This is an optimization exercise on Yosys and OpenROAD, whose aim is small area, a short achievable clock period and few clock cycles, not a production implementation. The RTL of this run was laid out without a check of its function. No activity file was given, so power comes from the tool's default toggle rates.

--- flow/config.mk ---
export PLATFORM = sky130hd
export DESIGN_NAME = top_arrhythmia
export DESIGN_NICKNAME = top_arrhythmia
export VERILOG_FILES = /design/flow/design.v
export SDC_FILE = /design/flow/constraint.sdc
export NUM_CORES = 4
export LEC_CHECK = 0
export ABC_AREA = 1
export CAP_MARGIN = 20
export CORE_MARGIN = 2
export CORE_UTILIZATION = 50
export PLACE_DENSITY = 0.7
export SLEW_MARGIN = 20
--- flow/standard.sh ---
#!/bin/bash
# synth_recipe.tcl (not shown) runs the flow's synth.tcl, then flattens the netlist and writes it again
# the make line also repeats each setting of config.mk as NAME=value (left out here)
make -C /OpenROAD-flow-scripts/flow DESIGN_CONFIG=/design/flow/config.mk WORK_HOME=/design/flow/orfs CLKGATE_MAP_FILE= SYNTH_SCRIPT=/design/flow/synth_recipe.tcl "${@:-finish}"
--- flow/flow/margin ---
8.4
--- flow/flow/run.sh ---
#!/bin/bash
# The standard layout (standard synthesis, floorplan, placement, CTS,
# routing) with two changes to how it is made; the SDC, the synthesis and
# every other step are the standard flow's own:
#  - ORFS's setup repair aims at a shorter period than the constraint's:
#    repair_timing gets a setup margin of flow/margin ns;
#  - the port buffers that buffer_ports inserts on every input and output
#    are sky130_fd_sc_hd__buf_1 (resized later as timing needs).
set -euo pipefail
export SETUP_SLACK_MARGIN=$(cat flow/margin)
export BUFFER_PORTS_ARGS="-buffer_cell sky130_fd_sc_hd__buf_1"
bash standard.sh > flow_standard.log 2>&1
--- flow/constraint.sdc ---
create_clock -name core_clock -period 12.0 [get_ports {clk}]
set_input_delay 2.4000 -clock core_clock [delete_from_list [all_inputs] [get_ports {clk}]]
set_output_delay 2.4000 -clock core_clock [all_outputs]
set_load 0.01 [all_outputs]
--- flow/design.v ---
module top_arrhythmia #(parameter BITSIZE = 16) (
    input wire  clk,
    input wire  reset,
    input wire  [BITSIZE*10-1:0]   x,
    output wire [BITSIZE*6-1:0]    out_intermediate,
    output wire [BITSIZE*1-1:0] out_zvar,
    output wire [BITSIZE*1-1:0] out_zmean,
    output wire [BITSIZE*1-1:0] out_sampling,
    output wire [BITSIZE*6-1:0]    out_hidden_classifier,
    output wire [BITSIZE*2-1:0]    y,
    output wire done_flag_out
);
    reg [5:0] tr;
    reg       done;
    wire [24:0] osel = srcdec(tr);
    function [24:0] srcdec(input [5:0] t);
        begin
            srcdec = 25'd0;
            case (t)
                6'd0: srcdec[0] = 1'b1;
                6'd1: srcdec[1] = 1'b1;
                6'd2: srcdec[2] = 1'b1;
                6'd3: srcdec[3] = 1'b1;
                6'd4: srcdec[4] = 1'b1;
                6'd5: srcdec[5] = 1'b1;
                6'd6: srcdec[6] = 1'b1;
                6'd7: srcdec[7] = 1'b1;
                6'd8: srcdec[8] = 1'b1;
                6'd9: srcdec[9] = 1'b1;
                6'd10: srcdec[0] = 1'b1;
                6'd11: srcdec[1] = 1'b1;
                6'd12: srcdec[2] = 1'b1;
                6'd13: srcdec[3] = 1'b1;
                6'd14: srcdec[4] = 1'b1;
                6'd15: srcdec[5] = 1'b1;
                6'd16: srcdec[6] = 1'b1;
                6'd17: srcdec[7] = 1'b1;
                6'd18: srcdec[8] = 1'b1;
                6'd19: srcdec[9] = 1'b1;
                6'd20: srcdec[0] = 1'b1;
                6'd21: srcdec[1] = 1'b1;
                6'd22: srcdec[2] = 1'b1;
                6'd23: srcdec[3] = 1'b1;
                6'd24: srcdec[4] = 1'b1;
                6'd25: srcdec[5] = 1'b1;
                6'd26: srcdec[6] = 1'b1;
                6'd27: srcdec[7] = 1'b1;
                6'd28: srcdec[8] = 1'b1;
                6'd29: srcdec[9] = 1'b1;
                6'd30: srcdec[10] = 1'b1;
                6'd31: srcdec[11] = 1'b1;
                6'd32: srcdec[12] = 1'b1;
                6'd33: srcdec[13] = 1'b1;
                6'd34: srcdec[14] = 1'b1;
                6'd35: srcdec[15] = 1'b1;
                6'd38: srcdec[23] = 1'b1;
                6'd39: srcdec[22] = 1'b1;
                6'd40: srcdec[22] = 1'b1;
                6'd41: srcdec[24] = 1'b1;
                6'd42: srcdec[20] = 1'b1;
                6'd43: srcdec[19] = 1'b1;
                6'd44: srcdec[18] = 1'b1;
                6'd45: srcdec[17] = 1'b1;
                6'd46: srcdec[16] = 1'b1;
                default: ;
            endcase
        end
    endfunction
    wire preload, acc_en, ylast, zwe, h1we0, h1we1, h1we2, h3we0, h3we1, h3we2;
    wire [7:0] bsel;    
    function [7:0] bdec(input [5:0] t);
        begin
            bdec = {t == 6'd43, t == 6'd42, t == 6'd41, t == 6'd40, t == 6'd32, t == 6'd22, t == 6'd12, t == 6'd2};
        end
    endfunction
    function [9:0] ctldec(input [5:0] t);
        begin
            ctldec = {t == 6'd2 | t == 6'd12 | t == 6'd22 | t == 6'd32 | t == 6'd40 | t == 6'd41 | t == 6'd42 | t == 6'd43,
                      (t >= 6'd2) && (t <= 6'd49),
                      t == 6'd49, t == 6'd38,
                      t == 6'd12, t == 6'd22, t == 6'd32,
                      t == 6'd41, t == 6'd42, t == 6'd43};
        end
    endfunction
    always @(posedge clk or posedge reset) begin
        if (reset) begin
            tr   <= 6'd1;
            done <= 1'b0;
        end else if (!done) begin
            tr   <= tr + 6'd1;
            if (tr == 6'd49) done <= 1'b1;
        end
    end
    assign done_flag_out = done;
    assign {preload, acc_en, ylast, zwe, h1we0, h1we1, h1we2, h3we0, h3we1, h3we2} = ctldec(tr);
    assign bsel = bdec(tr);
    reg [14:0] h1_0, h1_1, h1_2, h1_3, h1_4, h1_5;
    reg [14:0] h3_0, h3_1, h3_2, h3_3, h3_4, h3_5;
    reg [15:0] zmean_r, zvar_r;
    reg        zsign_r;
    reg [15:0] accA, accB;
    reg        accfA, accfB;
    wire [15:0] vA, vB;
    wire        sA, sB;
    wire [14:0] mA, mB, rA, rB;
    wire [15:0] opa_n =
        ({16{osel[0]}} & x[0 +: 16]) |
        ({16{osel[1]}} & x[16 +: 16]) |
        ({16{osel[2]}} & x[32 +: 16]) |
        ({16{osel[3]}} & x[48 +: 16]) |
        ({16{osel[4]}} & x[64 +: 16]) |
        ({16{osel[5]}} & x[80 +: 16]) |
        ({16{osel[6]}} & x[96 +: 16]) |
        ({16{osel[7]}} & x[112 +: 16]) |
        ({16{osel[8]}} & x[128 +: 16]) |
        ({16{osel[9]}} & x[144 +: 16]) |
        ({16{osel[10]}} & {1'b0, h1_0}) |
        ({16{osel[11]}} & {1'b0, h1_1}) |
        ({16{osel[12]}} & {1'b0, h1_2}) |
        ({16{osel[13]}} & {1'b0, h1_3}) |
        ({16{osel[14]}} & {1'b0, h1_4}) |
        ({16{osel[15]}} & {1'b0, h1_5}) |
        ({16{osel[16]}} & {1'b0, h3_0}) |
        ({16{osel[17]}} & {1'b0, h3_1}) |
        ({16{osel[18]}} & {1'b0, h3_2}) |
        ({16{osel[19]}} & {1'b0, h3_3}) |
        ({16{osel[20]}} & {1'b0, h3_4}) |
        ({16{osel[21]}} & {1'b0, h3_5}) |
        ({16{osel[22]}} & zmean_r) |
        ({16{osel[23]}} & {sA, mA}) |
        ({16{osel[24]}} & {1'b0, rA});
    reg [21:0] romA_sel;
    always @(*) begin
        case (tr)
            6'd0: romA_sel = 22'h0507b0;
            6'd1: romA_sel = 22'h071c06;
            6'd2: romA_sel = 22'h015780;
            6'd3: romA_sel = 22'h010a08;
            6'd4: romA_sel = 22'h010700;
            6'd5: romA_sel = 22'h050da4;
            6'd6: romA_sel = 22'h02508c;
            6'd7: romA_sel = 22'h041900;
            6'd8: romA_sel = 22'h030426;
            6'd9: romA_sel = 22'h251319;
            6'd10: romA_sel = 22'h021108;
            6'd11: romA_sel = 22'h045980;
            6'd12: romA_sel = 22'h049096;
            6'd13: romA_sel = 22'h021208;
            6'd14: romA_sel = 22'h210600;
            6'd15: romA_sel = 22'h028492;
            6'd16: romA_sel = 22'h059b09;
            6'd17: romA_sel = 22'h08a525;
            6'd18: romA_sel = 22'h2543b8;
            6'd19: romA_sel = 22'h04c7b0;
            6'd20: romA_sel = 22'h004082;
            6'd21: romA_sel = 22'h00c988;
            6'd22: romA_sel = 22'h235584;
            6'd23: romA_sel = 22'h049114;
            6'd24: romA_sel = 22'h200101;
            6'd25: romA_sel = 22'h065c82;
            6'd26: romA_sel = 22'h268d25;
            6'd27: romA_sel = 22'h0aeba8;
            6'd28: romA_sel = 22'h28ad20;
            6'd29: romA_sel = 22'h009b80;
            6'd30: romA_sel = 22'h201004;
            6'd31: romA_sel = 22'h206180;
            6'd32: romA_sel = 22'h0246a0;
            6'd33: romA_sel = 22'h227b88;
            6'd34: romA_sel = 22'h202c01;
            6'd35: romA_sel = 22'h2cbf80;
            6'd38: romA_sel = 22'h2306a0;
            6'd39: romA_sel = 22'h02910d;
            6'd40: romA_sel = 22'h043901;
            6'd41: romA_sel = 22'h282621;
            6'd42: romA_sel = 22'h248c23;
            6'd43: romA_sel = 22'h219780;
            6'd44: romA_sel = 22'h046390;
            6'd45: romA_sel = 22'h0a3610;
            6'd46: romA_sel = 22'h22920b;
            default: romA_sel = 22'h000000;
        endcase
    end
    reg [21:0] romB_sel;
    always @(*) begin
        case (tr)
            6'd0: romB_sel = 22'h041012;
            6'd1: romB_sel = 22'h249496;
            6'd2: romB_sel = 22'h000601;
            6'd3: romB_sel = 22'h025580;
            6'd4: romB_sel = 22'h2a2d21;
            6'd5: romB_sel = 22'h008807;
            6'd6: romB_sel = 22'h01d380;
            6'd7: romB_sel = 22'h22cf80;
            6'd8: romB_sel = 22'h241a02;
            6'd9: romB_sel = 22'h005280;
            6'd10: romB_sel = 22'h02409c;
            6'd11: romB_sel = 22'h211780;
            6'd12: romB_sel = 22'h0440b2;
            6'd13: romB_sel = 22'h20d988;
            6'd14: romB_sel = 22'h015a8a;
            6'd15: romB_sel = 22'h22180a;
            6'd16: romB_sel = 22'h069c07;
            6'd17: romB_sel = 22'h200001;
            6'd18: romB_sel = 22'h22890d;
            6'd19: romB_sel = 22'h02080a;
            6'd20: romB_sel = 22'h218b08;
            6'd21: romB_sel = 22'h0448a4;
            6'd22: romB_sel = 22'h250aa0;
            6'd23: romB_sel = 22'h035584;
            6'd24: romB_sel = 22'h051298;
            6'd25: romB_sel = 22'h20dd80;
            6'd26: romB_sel = 22'h029388;
            6'd27: romB_sel = 22'h240434;
            6'd28: romB_sel = 22'h05529a;
            6'd29: romB_sel = 22'h045e82;
            6'd30: romB_sel = 22'h241cc0;
            6'd31: romB_sel = 22'h2b3711;
            6'd32: romB_sel = 22'h213a09;
            6'd33: romB_sel = 22'h22100a;
            6'd34: romB_sel = 22'h29aba8;
            6'd35: romB_sel = 22'h01408e;
            6'd38: romB_sel = 22'h28f380;
            6'd39: romB_sel = 22'h0ab780;
            6'd40: romB_sel = 22'h2aa0be;
            6'd41: romB_sel = 22'h05cba0;
            6'd42: romB_sel = 22'h01cb88;
            6'd43: romB_sel = 22'h22001a;
            6'd44: romB_sel = 22'h22822b;
            6'd45: romB_sel = 22'h231600;
            6'd46: romB_sel = 22'h028721;
            default: romB_sel = 22'h000000;
        endcase
    end
    reg [15:0] opa;
    reg [21:0] romA, romB;
    always @(posedge clk) begin
        opa  <= reset ? x[15:0] : opa_n;
        romA <= reset ? 22'h0507b0 : romA_sel;
        romB <= reset ? 22'h041012 : romB_sel;
    end
    wire [29:11] svA_n, cvA_n, svB_n, cvB_n;
    wire        clA_n, clB_n;
    booth_pp ppA (.m(opa[14:0]), .r(romA[20:0]), .sv(svA_n), .cv(cvA_n), .cl(clA_n));
    booth_pp ppB (.m(opa[14:0]), .r(romB[20:0]), .sv(svB_n), .cv(cvB_n), .cl(clB_n));
    reg [29:11] svA, cvA, svB, cvB;
    reg         clA, clB;
    reg        sgA2, sgB2;
    always @(posedge clk) begin
        svA <= svA_n; cvA <= cvA_n; clA <= clA_n;
        svB <= svB_n; cvB <= cvB_n; clB <= clB_n;
        sgA2 <= opa[15] ^ romA[21];
        sgB2 <= opa[15] ^ romB[21];
    end
    wire [15:0] qA_n, qB_n;
    booth_fin finA (.sv(svA), .cv(cvA), .cl(clA), .sg(sgA2), .q(qA_n));
    booth_fin finB (.sv(svB), .cv(cvB), .cl(clB), .sg(sgB2), .q(qB_n));
    reg [15:0] qA, qB;
    reg        qcA, qcB;
    always @(posedge clk) begin
        qA <= qA_n;
        qB <= qB_n;
        qcA <= sgA2;
        qcB <= sgB2;
    end
    wire [15:0] biasA = ({16{bsel[0]}} & 16'h05e4) |
        ({16{bsel[1]}} & 16'hff75) |
        ({16{bsel[2]}} & 16'hffb8) |
        ({16{bsel[3]}} & 16'hffbb) |
        ({16{bsel[4]}} & 16'h014c) |
        ({16{bsel[5]}} & 16'hfe27) |
        ({16{bsel[6]}} & 16'h0511) |
        ({16{bsel[7]}} & 16'h04f3);
    wire biasA_s = bsel[1] | bsel[2] | bsel[3] | bsel[5];
    wire [15:0] biasB = ({16{bsel[0]}} & 16'hff89) |
        ({16{bsel[1]}} & 16'hfec6) |
        ({16{bsel[2]}} & 16'hfdf5) |
        ({16{bsel[3]}} & 16'he6b6) |
        ({16{bsel[4]}} & 16'h0205) |
        ({16{bsel[5]}} & 16'h03b6) |
        ({16{bsel[6]}} & 16'h019d) |
        ({16{bsel[7]}} & 16'hfb0d);
    wire biasB_s = bsel[0] | bsel[1] | bsel[2] | bsel[3] | bsel[7];
    sat_acc accuA (.acc(accA), .accf(accfA), .q(qA), .qc(qcA), .v(vA), .s(sA), .mag(mA), .relu(rA));
    sat_acc accuB (.acc(accB), .accf(accfB), .q(qB), .qc(qcB), .v(vB), .s(sB), .mag(mB), .relu(rB));
    always @(posedge clk) begin
        if (reset) begin
            accA <= 16'h0000; accB <= 16'h0000; accfA <= 1'b0; accfB <= 1'b0;
            zmean_r <= 16'h0000; zvar_r <= 16'h0000; zsign_r <= 1'b0;
            h1_0 <= 15'd0; h1_1 <= 15'd0; h1_2 <= 15'd0; h1_3 <= 15'd0; h1_4 <= 15'd0; h1_5 <= 15'd0;
            h3_0 <= 15'd0; h3_1 <= 15'd0; h3_2 <= 15'd0; h3_3 <= 15'd0; h3_4 <= 15'd0; h3_5 <= 15'd0;
        end else begin
            if (acc_en) begin
                accA  <= preload ? biasA : ylast ? {sA, mA} : vA;
                accB  <= preload ? biasB : ylast ? {sB, mB} : vB;
                accfA <= preload ? biasA_s : sA;
                accfB <= preload ? biasB_s : sB;
            end
            if (h1we0) begin h1_0 <= rA; h1_1 <= rB; end
            if (h1we1) begin h1_2 <= rA; h1_3 <= rB; end
            if (h1we2) begin h1_4 <= rA; h1_5 <= rB; end
            if (zwe) begin
                zmean_r <= {sA, mA};
                zsign_r <= vA[15];
                zvar_r  <= {sB, mB};
            end
            if (h3we0) begin h3_5 <= rA; h3_4 <= rB; end
            if (h3we1) begin h3_3 <= rA; h3_2 <= rB; end
            if (h3we2) begin h3_1 <= rA; h3_0 <= rB; end
        end
    end
    assign out_intermediate = {1'b0, h1_5, 1'b0, h1_4, 1'b0, h1_3, 1'b0, h1_2, 1'b0, h1_1, 1'b0, h1_0};
    assign out_hidden_classifier = {1'b0, h3_5, 1'b0, h3_4, 1'b0, h3_3, 1'b0, h3_2, 1'b0, h3_1, 1'b0, h3_0};
    assign out_zmean = zmean_r;
    assign out_zvar = zvar_r;
    assign out_sampling = {zsign_r, zmean_r[14:0]};
    assign y = {accA, accB};
endmodule
module booth_pp (
    input  wire [14:0] m,
    input  wire [20:0] r,
    output wire [29:11] sv,
    output wire [29:11] cv,
    output wire        cl
);
    wire [6:0] ng  = r[20:14];
    wire [6:0] one = r[13:7];
    wire [6:0] two = r[6:0];
    wire [16:0] x0 = (({17{one[0]}} & {2'b00, m}) | ({17{two[0]}} & {1'b0, m, 1'b0})) ^ {17{ng[0]}};
    wire [16:0] x1 = (({17{one[1]}} & {2'b00, m}) | ({17{two[1]}} & {1'b0, m, 1'b0})) ^ {17{ng[1]}};
    wire [16:0] x2 = (({17{one[2]}} & {2'b00, m}) | ({17{two[2]}} & {1'b0, m, 1'b0})) ^ {17{ng[2]}};
    wire [16:0] x3 = (({17{one[3]}} & {2'b00, m}) | ({17{two[3]}} & {1'b0, m, 1'b0})) ^ {17{ng[3]}};
    wire [16:0] x4 = (({17{one[4]}} & {2'b00, m}) | ({17{two[4]}} & {1'b0, m, 1'b0})) ^ {17{ng[4]}};
    wire [16:0] x5 = (({17{one[5]}} & {2'b00, m}) | ({17{two[5]}} & {1'b0, m, 1'b0})) ^ {17{ng[5]}};
    wire [15:0] x6 = ({16{one[6]}} & {1'b0, m}) | ({16{two[6]}} & {m, 1'b0});
    wire w1 = x0[10] ^ x1[8];
    wire w2 = x0[10] & x1[8];
    wire w3 = x0[11] ^ x1[9];
    wire w4 = x0[11] & x1[9];
    wire w5 = x0[12] ^ x1[10] ^ x2[8];
    wire w6 = (x0[12] & x1[10]) | (x0[12] & x2[8]) | (x1[10] & x2[8]);
    wire w7 = x0[13] ^ x1[11] ^ x2[9];
    wire w8 = (x0[13] & x1[11]) | (x0[13] & x2[9]) | (x1[11] & x2[9]);
    wire w9 = x0[14] ^ x1[12] ^ x2[10];
    wire w10 = (x0[14] & x1[12]) | (x0[14] & x2[10]) | (x1[12] & x2[10]);
    wire w11 = x0[15] ^ x1[13] ^ x2[11];
    wire w12 = (x0[15] & x1[13]) | (x0[15] & x2[11]) | (x1[13] & x2[11]);
    wire w13 = ~x0[16] ^ x1[14] ^ x2[12];
    wire w14 = (~x0[16] & x1[14]) | (~x0[16] & x2[12]) | (x1[14] & x2[12]);
    wire w15 = x3[10] ^ x4[8];
    wire w16 = x3[10] & x4[8];
    wire w17 = x1[15] ^ x2[13] ^ x3[11];
    wire w18 = (x1[15] & x2[13]) | (x1[15] & x3[11]) | (x2[13] & x3[11]);
    wire w19 = x4[9] ^ x5[7];
    wire w20 = x4[9] & x5[7];
    wire w21 = ~x1[16] ^ x2[14] ^ x3[12];
    wire w22 = (~x1[16] & x2[14]) | (~x1[16] & x3[12]) | (x2[14] & x3[12]);
    wire w23 = x2[15] ^ x3[13];
    wire w24 = x2[15] & x3[13];
    wire w25 = x0[6] ^ x1[4];
    wire w26 = x0[6] & x1[4];
    wire w27 = x0[7] ^ x1[5];
    wire w28 = x0[7] & x1[5];
    wire w29 = x0[8] ^ x1[6] ^ x2[4];
    wire w30 = (x0[8] & x1[6]) | (x0[8] & x2[4]) | (x1[6] & x2[4]);
    wire w31 = x3[2] ^ x4[0];
    wire w32 = x3[2] & x4[0];
    wire w33 = x0[9] ^ x1[7] ^ x2[5];
    wire w34 = (x0[9] & x1[7]) | (x0[9] & x2[5]) | (x1[7] & x2[5]);
    wire w35 = x3[3] ^ x4[1];
    wire w36 = x3[3] & x4[1];
    wire w37 = w1 ^ x2[6] ^ x3[4];
    wire w38 = (w1 & x2[6]) | (w1 & x3[4]) | (x2[6] & x3[4]);
    wire w39 = x4[2] ^ x5[0] ^ ng[5];
    wire w40 = (x4[2] & x5[0]) | (x4[2] & ng[5]) | (x5[0] & ng[5]);
    wire w41 = w2 ^ w3 ^ x2[7];
    wire w42 = (w2 & w3) | (w2 & x2[7]) | (w3 & x2[7]);
    wire w43 = x3[5] ^ x4[3] ^ x5[1];
    wire w44 = (x3[5] & x4[3]) | (x3[5] & x5[1]) | (x4[3] & x5[1]);
    wire w45 = w4 ^ w5 ^ x3[6];
    wire w46 = (w4 & w5) | (w4 & x3[6]) | (w5 & x3[6]);
    wire w47 = x4[4] ^ x5[2] ^ x6[0];
    wire w48 = (x4[4] & x5[2]) | (x4[4] & x6[0]) | (x5[2] & x6[0]);
    wire w49 = w6 ^ w7 ^ x3[7];
    wire w50 = (w6 & w7) | (w6 & x3[7]) | (w7 & x3[7]);
    wire w51 = x4[5] ^ x5[3] ^ x6[1];
    wire w52 = (x4[5] & x5[3]) | (x4[5] & x6[1]) | (x5[3] & x6[1]);
    wire w53 = w8 ^ w9 ^ x3[8];
    wire w54 = (w8 & w9) | (w8 & x3[8]) | (w9 & x3[8]);
    wire w55 = x4[6] ^ x5[4] ^ x6[2];
    wire w56 = (x4[6] & x5[4]) | (x4[6] & x6[2]) | (x5[4] & x6[2]);
    wire w57 = w10 ^ w11 ^ x3[9];
    wire w58 = (w10 & w11) | (w10 & x3[9]) | (w11 & x3[9]);
    wire w59 = x4[7] ^ x5[5] ^ x6[3];
    wire w60 = (x4[7] & x5[5]) | (x4[7] & x6[3]) | (x5[5] & x6[3]);
    wire w61 = w12 ^ w13 ^ w15;
    wire w62 = (w12 & w13) | (w12 & w15) | (w13 & w15);
    wire w63 = x5[6] ^ x6[4] ^ 1'b1;
    wire w64 = (x5[6] & x6[4]) | (x5[6] & 1'b1) | (x6[4] & 1'b1);
    wire w65 = w14 ^ w16 ^ w17;
    wire w66 = (w14 & w16) | (w14 & w17) | (w16 & w17);
    wire w67 = w19 ^ x6[5] ^ 1'b1;
    wire w68 = (w19 & x6[5]) | (w19 & 1'b1) | (x6[5] & 1'b1);
    wire w69 = w18 ^ w20 ^ w21;
    wire w70 = (w18 & w20) | (w18 & w21) | (w20 & w21);
    wire w71 = x4[10] ^ x5[8] ^ x6[6];
    wire w72 = (x4[10] & x5[8]) | (x4[10] & x6[6]) | (x5[8] & x6[6]);
    wire w73 = w22 ^ w23 ^ x4[11];
    wire w74 = (w22 & w23) | (w22 & x4[11]) | (w23 & x4[11]);
    wire w75 = x5[9] ^ x6[7] ^ 1'b1;
    wire w76 = (x5[9] & x6[7]) | (x5[9] & 1'b1) | (x6[7] & 1'b1);
    wire w77 = w24 ^ ~x2[16] ^ x3[14];
    wire w78 = (w24 & ~x2[16]) | (w24 & x3[14]) | (~x2[16] & x3[14]);
    wire w79 = x4[12] ^ x5[10] ^ x6[8];
    wire w80 = (x4[12] & x5[10]) | (x4[12] & x6[8]) | (x5[10] & x6[8]);
    wire w81 = x3[15] ^ x4[13] ^ x5[11];
    wire w82 = (x3[15] & x4[13]) | (x3[15] & x5[11]) | (x4[13] & x5[11]);
    wire w83 = x6[9] ^ 1'b1;
    wire w84 = x6[9] & 1'b1;
    wire w85 = ~x3[16] ^ x4[14] ^ x5[12];
    wire w86 = (~x3[16] & x4[14]) | (~x3[16] & x5[12]) | (x4[14] & x5[12]);
    wire w87 = x4[15] ^ x5[13];
    wire w88 = x4[15] & x5[13];
    wire w89 = x0[4] ^ x1[2];
    wire w90 = x0[4] & x1[2];
    wire w91 = x0[5] ^ x1[3];
    wire w92 = x0[5] & x1[3];
    wire w93 = w25 ^ x2[2] ^ x3[0];
    wire w94 = (w25 & x2[2]) | (w25 & x3[0]) | (x2[2] & x3[0]);
    wire w95 = w26 ^ w27 ^ x2[3];
    wire w96 = (w26 & w27) | (w26 & x2[3]) | (w27 & x2[3]);
    wire w97 = w28 ^ w29 ^ w31;
    wire w98 = (w28 & w29) | (w28 & w31) | (w29 & w31);
    wire w99 = w30 ^ w32 ^ w33;
    wire w100 = (w30 & w32) | (w30 & w33) | (w32 & w33);
    wire w101 = w34 ^ w36 ^ w37;
    wire w102 = (w34 & w36) | (w34 & w37) | (w36 & w37);
    wire w103 = w38 ^ w40 ^ w41;
    wire w104 = (w38 & w40) | (w38 & w41) | (w40 & w41);
    wire w105 = w42 ^ w44 ^ w45;
    wire w106 = (w42 & w44) | (w42 & w45) | (w44 & w45);
    wire w107 = w46 ^ w48 ^ w49;
    wire w108 = (w46 & w48) | (w46 & w49) | (w48 & w49);
    wire w109 = w50 ^ w52 ^ w53;
    wire w110 = (w50 & w52) | (w50 & w53) | (w52 & w53);
    wire w111 = w54 ^ w56 ^ w57;
    wire w112 = (w54 & w56) | (w54 & w57) | (w56 & w57);
    wire w113 = w58 ^ w60 ^ w61;
    wire w114 = (w58 & w60) | (w58 & w61) | (w60 & w61);
    wire w115 = w62 ^ w64 ^ w65;
    wire w116 = (w62 & w64) | (w62 & w65) | (w64 & w65);
    wire w117 = w66 ^ w68 ^ w69;
    wire w118 = (w66 & w68) | (w66 & w69) | (w68 & w69);
    wire w119 = w70 ^ w72 ^ w73;
    wire w120 = (w70 & w72) | (w70 & w73) | (w72 & w73);
    wire w121 = w74 ^ w76 ^ w77;
    wire w122 = (w74 & w76) | (w74 & w77) | (w76 & w77);
    wire w123 = w78 ^ w80 ^ w81;
    wire w124 = (w78 & w80) | (w78 & w81) | (w80 & w81);
    wire w125 = w82 ^ w84 ^ w85;
    wire w126 = (w82 & w84) | (w82 & w85) | (w84 & w85);
    wire w127 = w86 ^ w87 ^ x6[11];
    wire w128 = (w86 & w87) | (w86 & x6[11]) | (w87 & x6[11]);
    wire w129 = w88 ^ ~x4[16] ^ x5[14];
    wire w130 = (w88 & ~x4[16]) | (w88 & x5[14]) | (~x4[16] & x5[14]);
    wire w131 = x5[15] ^ x6[13];
    wire w132 = x5[15] & x6[13];
    wire w133 = x0[2] ^ x1[0];
    wire w134 = x0[2] & x1[0];
    wire w135 = x0[3] ^ x1[1];
    wire w136 = x0[3] & x1[1];
    wire w137 = w89 ^ x2[0] ^ ng[2];
    wire w138 = (w89 & x2[0]) | (w89 & ng[2]) | (x2[0] & ng[2]);
    wire w139 = w90 ^ w91 ^ x2[1];
    wire w140 = (w90 & w91) | (w90 & x2[1]) | (w91 & x2[1]);
    wire w141 = w92 ^ w93 ^ ng[3];
    wire w142 = (w92 & w93) | (w92 & ng[3]) | (w93 & ng[3]);
    wire w143 = w94 ^ w95 ^ x3[1];
    wire w144 = (w94 & w95) | (w94 & x3[1]) | (w95 & x3[1]);
    wire w145 = w96 ^ w97 ^ ng[4];
    wire w146 = (w96 & w97) | (w96 & ng[4]) | (w97 & ng[4]);
    wire w147 = w98 ^ w99 ^ w35;
    wire w148 = (w98 & w99) | (w98 & w35) | (w99 & w35);
    wire w149 = w100 ^ w101 ^ w39;
    wire w150 = (w100 & w101) | (w100 & w39) | (w101 & w39);
    wire w151 = w102 ^ w103 ^ w43;
    wire w152 = (w102 & w103) | (w102 & w43) | (w103 & w43);
    wire w153 = w104 ^ w105 ^ w47;
    wire w154 = (w104 & w105) | (w104 & w47) | (w105 & w47);
    wire w155 = w106 ^ w107 ^ w51;
    wire w156 = (w106 & w107) | (w106 & w51) | (w107 & w51);
    wire w157 = w108 ^ w109 ^ w55;
    wire w158 = (w108 & w109) | (w108 & w55) | (w109 & w55);
    wire w159 = w110 ^ w111 ^ w59;
    wire w160 = (w110 & w111) | (w110 & w59) | (w111 & w59);
    wire w161 = w112 ^ w113 ^ w63;
    wire w162 = (w112 & w113) | (w112 & w63) | (w113 & w63);
    wire w163 = w114 ^ w115 ^ w67;
    wire w164 = (w114 & w115) | (w114 & w67) | (w115 & w67);
    wire w165 = w116 ^ w117 ^ w71;
    wire w166 = (w116 & w117) | (w116 & w71) | (w117 & w71);
    wire w167 = w118 ^ w119 ^ w75;
    wire w168 = (w118 & w119) | (w118 & w75) | (w119 & w75);
    wire w169 = w120 ^ w121 ^ w79;
    wire w170 = (w120 & w121) | (w120 & w79) | (w121 & w79);
    wire w171 = w122 ^ w123 ^ w83;
    wire w172 = (w122 & w123) | (w122 & w83) | (w123 & w83);
    wire w173 = w124 ^ w125 ^ x6[10];
    wire w174 = (w124 & w125) | (w124 & x6[10]) | (w125 & x6[10]);
    wire w175 = w126 ^ w127 ^ 1'b1;
    wire w176 = (w126 & w127) | (w126 & 1'b1) | (w127 & 1'b1);
    wire w177 = w128 ^ w129 ^ x6[12];
    wire w178 = (w128 & w129) | (w128 & x6[12]) | (w129 & x6[12]);
    wire w179 = w130 ^ w131 ^ 1'b1;
    wire w180 = (w130 & w131) | (w130 & 1'b1) | (w131 & 1'b1);
    wire w181 = w132 ^ ~x5[16] ^ x6[14];
    wire w182 = (w132 & ~x5[16]) | (w132 & x6[14]) | (~x5[16] & x6[14]);
    wire w183 = x6[15] ^ 1'b1;
    wire w184 = x6[15] & 1'b1;
    wire [10:0] sl, cvl;
    assign sl[0] = x0[0];
    assign cvl[0] = ng[0];
    assign sl[1] = x0[1];
    assign cvl[1] = 1'b0;
    assign sl[2] = w133;
    assign cvl[2] = ng[1];
    assign sl[3] = w134;
    assign cvl[3] = w135;
    assign sl[4] = w136;
    assign cvl[4] = w137;
    assign sl[5] = w138;
    assign cvl[5] = w139;
    assign sl[6] = w140;
    assign cvl[6] = w141;
    assign sl[7] = w142;
    assign cvl[7] = w143;
    assign sl[8] = w144;
    assign cvl[8] = w145;
    assign sl[9] = w146;
    assign cvl[9] = w147;
    assign sl[10] = w148;
    assign cvl[10] = w149;
    assign sv[11] = w150;
    assign cv[11] = w151;
    assign sv[12] = w152;
    assign cv[12] = w153;
    assign sv[13] = w154;
    assign cv[13] = w155;
    assign sv[14] = w156;
    assign cv[14] = w157;
    assign sv[15] = w158;
    assign cv[15] = w159;
    assign sv[16] = w160;
    assign cv[16] = w161;
    assign sv[17] = w162;
    assign cv[17] = w163;
    assign sv[18] = w164;
    assign cv[18] = w165;
    assign sv[19] = w166;
    assign cv[19] = w167;
    assign sv[20] = w168;
    assign cv[20] = w169;
    assign sv[21] = w170;
    assign cv[21] = w171;
    assign sv[22] = w172;
    assign cv[22] = w173;
    assign sv[23] = w174;
    assign cv[23] = w175;
    assign sv[24] = w176;
    assign cv[24] = w177;
    assign sv[25] = w178;
    assign cv[25] = w179;
    assign sv[26] = w180;
    assign cv[26] = w181;
    assign sv[27] = w182;
    assign cv[27] = w183;
    assign sv[28] = w184;
    assign cv[28] = 1'b1;
    assign sv[29] = 1'b1;
    assign cv[29] = 1'b0;
    wire [10:0] g0 = sl & cvl;
    wire [10:0] p0 = sl | cvl;
    wire [10:0] g1, p1;
    assign g1[0] = g0[0];
    assign p1[0] = p0[0];
    assign g1[1] = g0[1] | (p0[1] & g0[0]);
    assign p1[1] = p0[1] & p0[0];
    assign g1[2] = g0[2] | (p0[2] & g0[1]);
    assign p1[2] = p0[2] & p0[1];
    assign g1[3] = g0[3] | (p0[3] & g0[2]);
    assign p1[3] = p0[3] & p0[2];
    assign g1[4] = g0[4] | (p0[4] & g0[3]);
    assign p1[4] = p0[4] & p0[3];
    assign g1[5] = g0[5] | (p0[5] & g0[4]);
    assign p1[5] = p0[5] & p0[4];
    assign g1[6] = g0[6] | (p0[6] & g0[5]);
    assign p1[6] = p0[6] & p0[5];
    assign g1[7] = g0[7] | (p0[7] & g0[6]);
    assign p1[7] = p0[7] & p0[6];
    assign g1[8] = g0[8] | (p0[8] & g0[7]);
    assign p1[8] = p0[8] & p0[7];
    assign g1[9] = g0[9] | (p0[9] & g0[8]);
    assign p1[9] = p0[9] & p0[8];
    assign g1[10] = g0[10] | (p0[10] & g0[9]);
    assign p1[10] = p0[10] & p0[9];
    wire [10:0] g2, p2;
    assign g2[0] = g1[0];
    assign p2[0] = p1[0];
    assign g2[1] = g1[1];
    assign p2[1] = p1[1];
    assign g2[2] = g1[2] | (p1[2] & g1[0]);
    assign p2[2] = p1[2] & p1[0];
    assign g2[3] = g1[3] | (p1[3] & g1[1]);
    assign p2[3] = p1[3] & p1[1];
    assign g2[4] = g1[4] | (p1[4] & g1[2]);
    assign p2[4] = p1[4] & p1[2];
    assign g2[5] = g1[5] | (p1[5] & g1[3]);
    assign p2[5] = p1[5] & p1[3];
    assign g2[6] = g1[6] | (p1[6] & g1[4]);
    assign p2[6] = p1[6] & p1[4];
    assign g2[7] = g1[7] | (p1[7] & g1[5]);
    assign p2[7] = p1[7] & p1[5];
    assign g2[8] = g1[8] | (p1[8] & g1[6]);
    assign p2[8] = p1[8] & p1[6];
    assign g2[9] = g1[9] | (p1[9] & g1[7]);
    assign p2[9] = p1[9] & p1[7];
    assign g2[10] = g1[10] | (p1[10] & g1[8]);
    assign p2[10] = p1[10] & p1[8];
    wire [10:0] g3, p3;
    assign g3[0] = g2[0];
    assign p3[0] = p2[0];
    assign g3[1] = g2[1];
    assign p3[1] = p2[1];
    assign g3[2] = g2[2];
    assign p3[2] = p2[2];
    assign g3[3] = g2[3];
    assign p3[3] = p2[3];
    assign g3[4] = g2[4] | (p2[4] & g2[0]);
    assign p3[4] = p2[4] & p2[0];
    assign g3[5] = g2[5] | (p2[5] & g2[1]);
    assign p3[5] = p2[5] & p2[1];
    assign g3[6] = g2[6] | (p2[6] & g2[2]);
    assign p3[6] = p2[6] & p2[2];
    assign g3[7] = g2[7] | (p2[7] & g2[3]);
    assign p3[7] = p2[7] & p2[3];
    assign g3[8] = g2[8] | (p2[8] & g2[4]);
    assign p3[8] = p2[8] & p2[4];
    assign g3[9] = g2[9] | (p2[9] & g2[5]);
    assign p3[9] = p2[9] & p2[5];
    assign g3[10] = g2[10] | (p2[10] & g2[6]);
    assign p3[10] = p2[10] & p2[6];
    wire [10:0] g4, p4;
    assign g4[0] = g3[0];
    assign p4[0] = p3[0];
    assign g4[1] = g3[1];
    assign p4[1] = p3[1];
    assign g4[2] = g3[2];
    assign p4[2] = p3[2];
    assign g4[3] = g3[3];
    assign p4[3] = p3[3];
    assign g4[4] = g3[4];
    assign p4[4] = p3[4];
    assign g4[5] = g3[5];
    assign p4[5] = p3[5];
    assign g4[6] = g3[6];
    assign p4[6] = p3[6];
    assign g4[7] = g3[7];
    assign p4[7] = p3[7];
    assign g4[8] = g3[8] | (p3[8] & g3[0]);
    assign p4[8] = p3[8] & p3[0];
    assign g4[9] = g3[9] | (p3[9] & g3[1]);
    assign p4[9] = p3[9] & p3[1];
    assign g4[10] = g3[10] | (p3[10] & g3[2]);
    assign p4[10] = p3[10] & p3[2];
    assign cl = g4[10];
endmodule
module booth_fin (
    input  wire [29:11] sv,
    input  wire [29:11] cv,
    input  wire        cl,
    input  wire        sg,
    output wire [15:0] q
);
    wire [29:11] p = sv + cv + {18'd0, cl};
    wire [15:0] qs = (|p[29:26]) ? 16'h7fff : {1'b0, p[25:11]};
    assign q = qs ^ {16{sg}};
endmodule
module sat_acc (
    input  wire [15:0] acc,
    input  wire        accf,
    input  wire [15:0] q,
    input  wire        qc,
    output wire [15:0] v,
    output wire        s,
    output wire [14:0] mag,
    output wire [14:0] relu
);
    wire [16:0] a17 = {acc[15], acc};
    wire [16:0] b17 = {q[15], q};
    wire [16:0] sum = a17 + b17 + {16'd0, qc};
    wire [16:0] nsum = ~a17 + ~b17 + {16'd0, ~qc} + 17'd1;
    wire [16:0] ax = a17 ^ b17;
    wire [16:0] ao = {a17[15:0] | b17[15:0], 1'b0};
    wire zero  = qc ? (&ax) : (ax == ao);
    wire zlow  = qc ? (&ax[14:0]) : (ax[14:0] == ao[14:0]);
    wire pos_ovf = ~sum[16] & sum[15];
    wire neg_ovf = sum[16] & (~sum[15] | zlow);
    assign v = pos_ovf ? 16'h7fff : neg_ovf ? 16'h8001 : sum[15:0];
    assign s = zero ? accf : sum[16];
    wire big = sum[16] ? nsum[15] : sum[15];
    assign mag  = big ? 15'h7fff : sum[16] ? nsum[14:0] : sum[14:0];
    assign relu = sum[16] ? 15'd0 : sum[15] ? 15'h7fff : sum[14:0];
endmodule
==> impl_results.md <==
- Worst reg2reg path depth: 11
- CTS buffer count: 46
- IO Port Bufs: 422
- Final count of hold timing violations: 0
- Layout cells sized above 1: 0.133
- Mean Syn Cell Area: 6.88 um2
- CTS Sinks: 415
- Crit path cell chain: inv_1 > ha_1 > nand2_1 > nor2_1 > nand2_2 > o21ai_0 > nand3b_1 > nor2_1 > nand2_1 > nor2_1 > a31oi_1
- Seq/Total Area, Yosys: 0.247
- Simple-gate area share of the yosys netlist: 0.249
- Pleak: 18.8 nW
- Reg-to-reg slack, setup: 8340 ps
- Max_cap viols: 0
- Worst hold-check path type: flip-flop to flip-flop
- WL final: 150,000 um
- Top_reg_cell synth: dfxtp_1
- Minimum clock period: 3660 ps
- Synth area leaders: dfxtp_1, nand2_1, fa_1, inv_1, ha_1
- Worst path arrival time: 4170 ps
- Sw power: 4.89 mW
- Pwr Density: 231 nW/um2
- CP endpoint kind: flip-flop
- Worst-path cell with the longest stage delay: dfstp_4
- Worst clock skew: 77.5 ps
- Worst skew pair latency: 650 ps
- GRT Resource Usage Total: 0.407
- Die X: 264 um
- Rows: 95
- Slew HR: 0.252
- Async set-reset flop share out of synthesis: 0.0169
- Final #Nets: 5,729
- Die area: 69,700 um2
- Largest family of logic cells by synthesized area: simple AND/OR/NAND/NOR gates
- Antenna Nets Post-Route: 0
- Max Slew Vio Count: 0
- Starting Density: 0.504
- Most frequent CP cell: nor2_1
- Deepest clock path buffer count: 3
- Slowest stage delay, CP: 550 ps
- Total grt overflow: 0
- Ys Warns: 1
- Drt drc: 0
- TNS Setup: 0 ps
- Critical Path RT: 12,510 ps
- Worst Path Max Fanout: 16
- Share of the synthesized area in the top cell type: 0.242
- Most common cell after layout, fill and taps aside: nand2_1
- First-pass GRT wire length: 215,000 um
- Root Buffer: clkbuf_16
- Post-synthesis xor/xnor area fraction: 0.0660
- # setup viols final: 0
- Gate Count Post-Synth: 4,915
- Post-synth EDFFs: 0
- Core ar.: 67,000 um2
- Reg2Reg Capture Point: opa[11]
- Run status: no timing/DRC/antenna violations
- First-pass iteration count of the detailed router: 7
- Worst-margin pin slew: 1120 ps
- Synth unique cells: 68
- RSZ-0062 raised after global routing: yes
- Int Pwr: 4.05 mW
- Pin count of the biggest net entering global routing: 70
- Util after Layout: 0.577
- Synth Area in Compound Gates: 0.170
- Vias: 37,000
- I/O Pins: 435
- Cell area after synthesis: 33,800 um2
- Vias in the first global route: 33,200
- Sw Share: 0.547
- CTS Hold Bufs: 0
- Family with the most delay on the worst path: simple AND/OR/NAND/NOR gates
- Period utilization: 0.305
- Sequential Power Share: 0.199
- Synth area leader: dfxtp_1
- Hold slack final: 432 ps
- CTS clk-pin slew, worst paths: 60 ps
- Via density: 6.00
- HPWL after detailed placement: 113,000 um
- Reg-to-Reg Start: tr[0]
- Post-synthesis mux area share: 0.000666
- Combinational power share: 0.642
- Synth Register Bits: 415
- Critical Path Source: tr[0]
- CP startpoint kind: flip-flop
- CP Buf/Inv Count: 1
- WL/cell: 24.4 um
- DIE HEIGHT: 264 um
- Initial antenna violation count: 16
- H-tree depth: 2
- Clock Power Share: 0.159
- CP Class: flip-flop to flip-flop
- Achievable Freq: 273 MHz
- Most frequent cells in the layout: nand2_1, inv_1, o21ai_0, a21oi_1, dfxtp_1
- Area Growth Syn to Fin: 14.4%
- Routability cong.: 1.06
- Post-Synth Adder-Cell Area: 0.151
- DRT iter0 DRCs: 5,029
- Worst Setup EP: opa[11]
- Worst VDD drop: 0.153 mV
- TritonCTS clock tree: yes
- Cell count along the critical path: 11
-- final cells by class --
class / instances / area, um2
Fill cell: 6600 / 28300
Multi-Input combinational cell: 3547 / 21700
Sequential cell: 415 / 8620
Timing Repair Buffer: 534 / 2920
Inverter: 692 / 2780
Clock buffer: 59 / 1250
Tap cell: 873 / 1090
Clock inverter: 26 / 255
Timing Repair inverter: 10 / 56.3
Antenna cell: 10 / 25.0
-- cells in the mapped netlist, types with 33 or more instances --
cell type,number
buf_4,50
a31oi_1,41
clkbuf_1,153
nand2_1,1165
o22ai_1,205
fa_1,140
ha_1,181
inv_1,645
nand3_1,254
nand2_2,33
nor2_1,267
a21oi_1,317
dfxtp_1,408
xor2_1,220
o21ai_0,360
nand4_1,79
-- metal layers --
metal,vias up,track usage,wire length (um)
met2,2653,0.604,62300
met3,559,0.0923,18900
met4,10,0.241,11300
met5,-,0,69
met1,17100,0.542,57800
li1,16700,-,-
-- worst min path at each step --
stage / start / to / slack (ps) / cells after the start
2_1_floorplan: sgA2 / qA[15] / 330 / 0
3_3_place_gp: romA[21] / sgA2 / 420 / 1
3_5_place_dp: romA[21] / sgA2 / 430 / 1
4_1_cts: romA[21] / sgA2 / 440 / 1
5_1_grt: romA[21] / sgA2 / 450 / 1
6_report: romA[21] / sgA2 / 430 / 1
-- worst reg2reg max path, stage by stage (launching register included) --
cell	delay, ps
dfstp_4	550
inv_1	250
ha_1	460
nand2_1	390
nor2_1	460
nand2_2	330
o21ai_0	540
nand3b_1	180
nor2_1	70
nand2_1	60
nor2_1	40
a31oi_1	230
-- cells by family after synthesis --
family          Yosys count
fa+ha+maj               325
buf+inv                 965
flops                   415
mux                       2
compound gates         1025
xor+xnor                253
other cells               1
simple gates           1929
-- sequential cells by signal, indices dropped and copies added (netlist names), 16 cells and up --
signal   count
accA        16
accB        16
cvA         16
cvB         17
opa         16
qA          16
qB          16
romA        20
romB        21
svA         17
svB         18
zmean_r     16
zvar_r      16
-- what timing repair did --
action	in CTS	in global routing
resized for setup	367	134
setup buffers	23	56
cloned	6	7
endpoints found under the setup margin	422	144
pin swaps	1	10
-- per-stage QoR --
| stage | power, mW | setup WS [ps] | area (um2) | std cells |
|---|---|---|---|---|
| after floorplan | 5.49 | 8450 | 33900 | 4926 |
| after global placement | 7.17 | 6360 | 35500 | 5979 |
| after detailed placement | 7.18 | 6330 | 35500 | 5979 |
| after CTS | 8.67 | 8390 | 37900 | 6093 |
| after global routing | 9.47 | 8300 | 38700 | 6165 |
| final | 8.94 | 8340 | 38700 | 6166 |
-- power groups by stage --
stage	logic (mW)	registers [mW]	clock network [mW]
2_1_floorplan	3.79	1.70	0
3_3_place_gp	5.39	1.78	0
3_5_place_dp	5.40	1.78	0
4_1_cts	5.48	1.77	1.42
5_1_grt	6.19	1.79	1.48
6_report	5.74	1.78	1.42

-- static timing again, ports no longer ideal --
In the flow no input, the clock included, has a driving cell. The finished layout below was timed again as built, in two steps.
Step 1 (the two cells are an assumption about what drives the block):
set clk [get_ports {clk}]
set_driving_cell -lib_cell sky130_fd_sc_hd__clkbuf_16 $clk
set_driving_cell -lib_cell sky130_fd_sc_hd__buf_2 [delete_from_list [all_inputs] $clk]
Step 2 adds t to the input delays and takes it off the output delays; t is the mean of the earliest and latest rising clock arrival at the registers after step 1. Input paths then give back, and output paths get back, about the clock's delay inside the block.
a / b / c = no drivers / after step 1 / after step 2; a / b = the first two.
shift t [ns]: 0.667
setup WS [ns]: 8.341 / 8.315 / 7.818
worst setup path after step 2: input to register
latest minus earliest clock arrival (ns): 0.078 / 0.078
After both steps setup and hold are still met in this run. For this run, drivers alone change the setup slack by -0.026 ns; drivers and shift together by -0.523 ns.
